Background: an optimization exercise with open tools, aiming at small area and a short achievable clock period. Do not read the settings as production practice. Where RTL was checked, it was by simulation tests only, not by an equivalence proof against the original. No activity file was given, so power comes from the tool's default toggle rates.

==> flow/design.v (excerpt) <==
module fpu16_top(
    input         aclk,
    input  [15:0] a,
    input  [15:0] b,
    input         a_valid,
    input         b_valid,
    output [15:0] add_result,
    output        add_valid,
    output [15:0] sub_result,
    output        sub_valid,
    output [15:0] mul_result,
    output        mul_valid,
    output [7:0]  cmp_result,
    output        cmp_valid
    );
    reg v0, v1, v2, v3, v4, v5;
    always @(posedge aclk) begin
        v0 <= a_valid & b_valid;
        v1 <= v0; v2 <= v1; v3 <= v2; v4 <= v3; v5 <= v4;
    end
    reg [15:0] a0, b0;
    reg cmp_q;
    wire ge;
    fpu_cmp_core u_cmp(.a(a), .b(b), .ge(ge));
    always @(posedge aclk) begin
        a0 <= a;
        b0 <= b;
        cmp_q <= ge;
    end
    assign cmp_result = {7'b0, cmp_q};
    assign cmp_valid = v0;
    wire a_gt, a_eq;
    mag_cmp15 u_agt(.x(a0[14:0]), .y(b0[14:0]), .gt(a_gt), .eq(a_eq));
    wire h_a0 = |a0[14:10];
    wire h_b0 = |b0[14:10];
    wire [4:0] ea0 = {a0[14:11], a0[10] | ~h_a0};
    wire [4:0] eb0 = {b0[14:11], b0[10] | ~h_b0};
    wire [4:0] dab = ea0 - eb0;
    wire [4:0] dba = eb0 - ea0;
    wire [5:0] bn_a, bo_a, bt_a, bn_b, bo_b, bt_b;
    booth_enc11 u_bea(.y({h_a0, a0[9:0]}), .neg(bn_a), .one(bo_a), .two(bt_a));
    booth_enc11 u_beb(.y({h_b0, b0[9:0]}), .neg(bn_b), .one(bo_b), .two(bt_b));
    reg [14:0] l1, s1;
    reg ls1, es1, fs1, hl1, hs1;
    reg [5:0] bo1, bt1;
    reg [4:0] d1;
    always @(posedge aclk) begin
        l1  <= a_gt ? a0[14:0] : b0[14:0];
        s1  <= a_gt ? b0[14:0] : a0[14:0];
        ls1 <= a_gt ? a0[15] : b0[15];
        es1 <= a0[15] ^ b0[15];
        fs1 <= a_gt ? a0[15] : ~b0[15];
  ...
Size: roughly 2400 cells after synthesis, about 20000 um^2 of cells after synthesis.
clock: 8.0 ns
lec_check: 0
abc_area: 1
cap_margin: 20
core_margin: 2
core_utilization: 60
cts_cluster_diameter: 100
cts_cluster_size: 30
setup_slack_margin: 5.0
slew_margin: 20
standard.sh (not shown) runs the stock make flow with config.mk's settings and CLKGATE_MAP_FILE= SYNTH_SCRIPT=/design/flow/synth_recipe.tcl, a recipe that flattens the netlist after the stock synthesis.
==> flow/flow/run.sh <==
#!/bin/bash
# The standard layout, with buf_2 cells as the port buffers and setup repair
# aimed at a 2.72 ns period (slack margin 5.28 ns at the 8 ns clock).
set -euo pipefail
bash standard.sh SETUP_SLACK_MARGIN=5.28 "BUFFER_PORTS_ARGS=-buffer_cell sky130_fd_sc_hd__buf_2" finish > standard.log 2>&1
The starting point ran to the end with no violations.
Then changed:
--- a/flow/design.v
+++ b/flow/design.v
@@ -477,25 +477,21 @@
         q4      <= q3;
         l4      <= normal ? {3'b0, lq} : t3;
         e4      <= t3 + 7'd1 - {3'b0, lq};
         normal4 <= normal;
         msg4    <= msg3;
         nan4    <= nan3;
         zero4   <= zero3;
     end
     wire [32:0] q_pad = {q4, 11'b0};
     wire [6:0] q_sh = 7'd11 - l4;
-    wire [32:0] q_z16 = q_sh[4] ? q_pad >> 16 : q_pad;
-    wire [32:0] q_z8  = q_sh[3] ? q_z16 >> 8 : q_z16;
-    wire [32:0] q_z4  = q_sh[2] ? q_z8 >> 4 : q_z8;
-    wire [32:0] q_z2  = q_sh[1] ? q_z4 >> 2 : q_z4;
-    wire [32:0] q_z   = q_sh[0] ? q_z2 >> 1 : q_z2;
+    wire [32:0] q_z = q_pad >> q_sh[4:0];
     wire [11:0] win = q_z[21:10];
     wire [22:0] below = ~({23{1'b1}} << q_sh[4:0]);
     wire st4 = |(q4 & below[22:1]);
     wire [6:0] e4p1 = e4 + 7'd1;
     reg [10:0] mant5;
     reg [4:0] e5;
     reg inc5, ovn5, ovc5, normal5, msg5, nan5, zero5;
     always @(posedge aclk) begin
         mant5   <= win[11:1];
         inc5    <= win[0] & (st4 | win[1]);
What happened: Global-route usage climbs by 0.18 points. Wire length increases by 2.0%. Final cell count rises by 0.80%. Non-clock buffer count rose by 2. Die area went up by 0.54%. Total power is about the same. Combinational power drops by about 1%. Design area barely changes.
For the first run of this note, only the layout was checked, not whether the RTL still works.

what the ideal ports hide:
How much do the figures lean on ideal ports? The routed layouts below were timed once more, with nothing changed but the port constraints. Step 1, drivers: a clkbuf_16 drives aclk and a buf_2 each remaining input, both assumed. Step 2 also shifts input and output timing later by t, the mid clock arrival at the registers, as if the neighbouring blocks saw the same clock. Slacks: ideal / step 1 / step 2; pairs: ideal / step 1.
| run | t, ns | setup WS [ns] | hold slack, ns | clock arrival spread, ns | slew at the worst register clock pin (ns) |
|---|---|---|---|---|---|
| the first run | 0.570 | 5.324 / 5.324 / 4.936 | 0.329 / 0.329 / 0.329 | 0.024 / 0.024 | 0.11 / 0.11 |
| the second run | 0.574 | 5.315 / 5.315 / 4.992 | 0.330 / 0.330 / 0.330 | 0.031 / 0.031 | 0.11 / 0.11 |
After both steps every run listed still meets setup and hold. The setup slack of the first run, which loses most, moves by 0.000 ns with the drivers and by -0.388 ns with both steps.
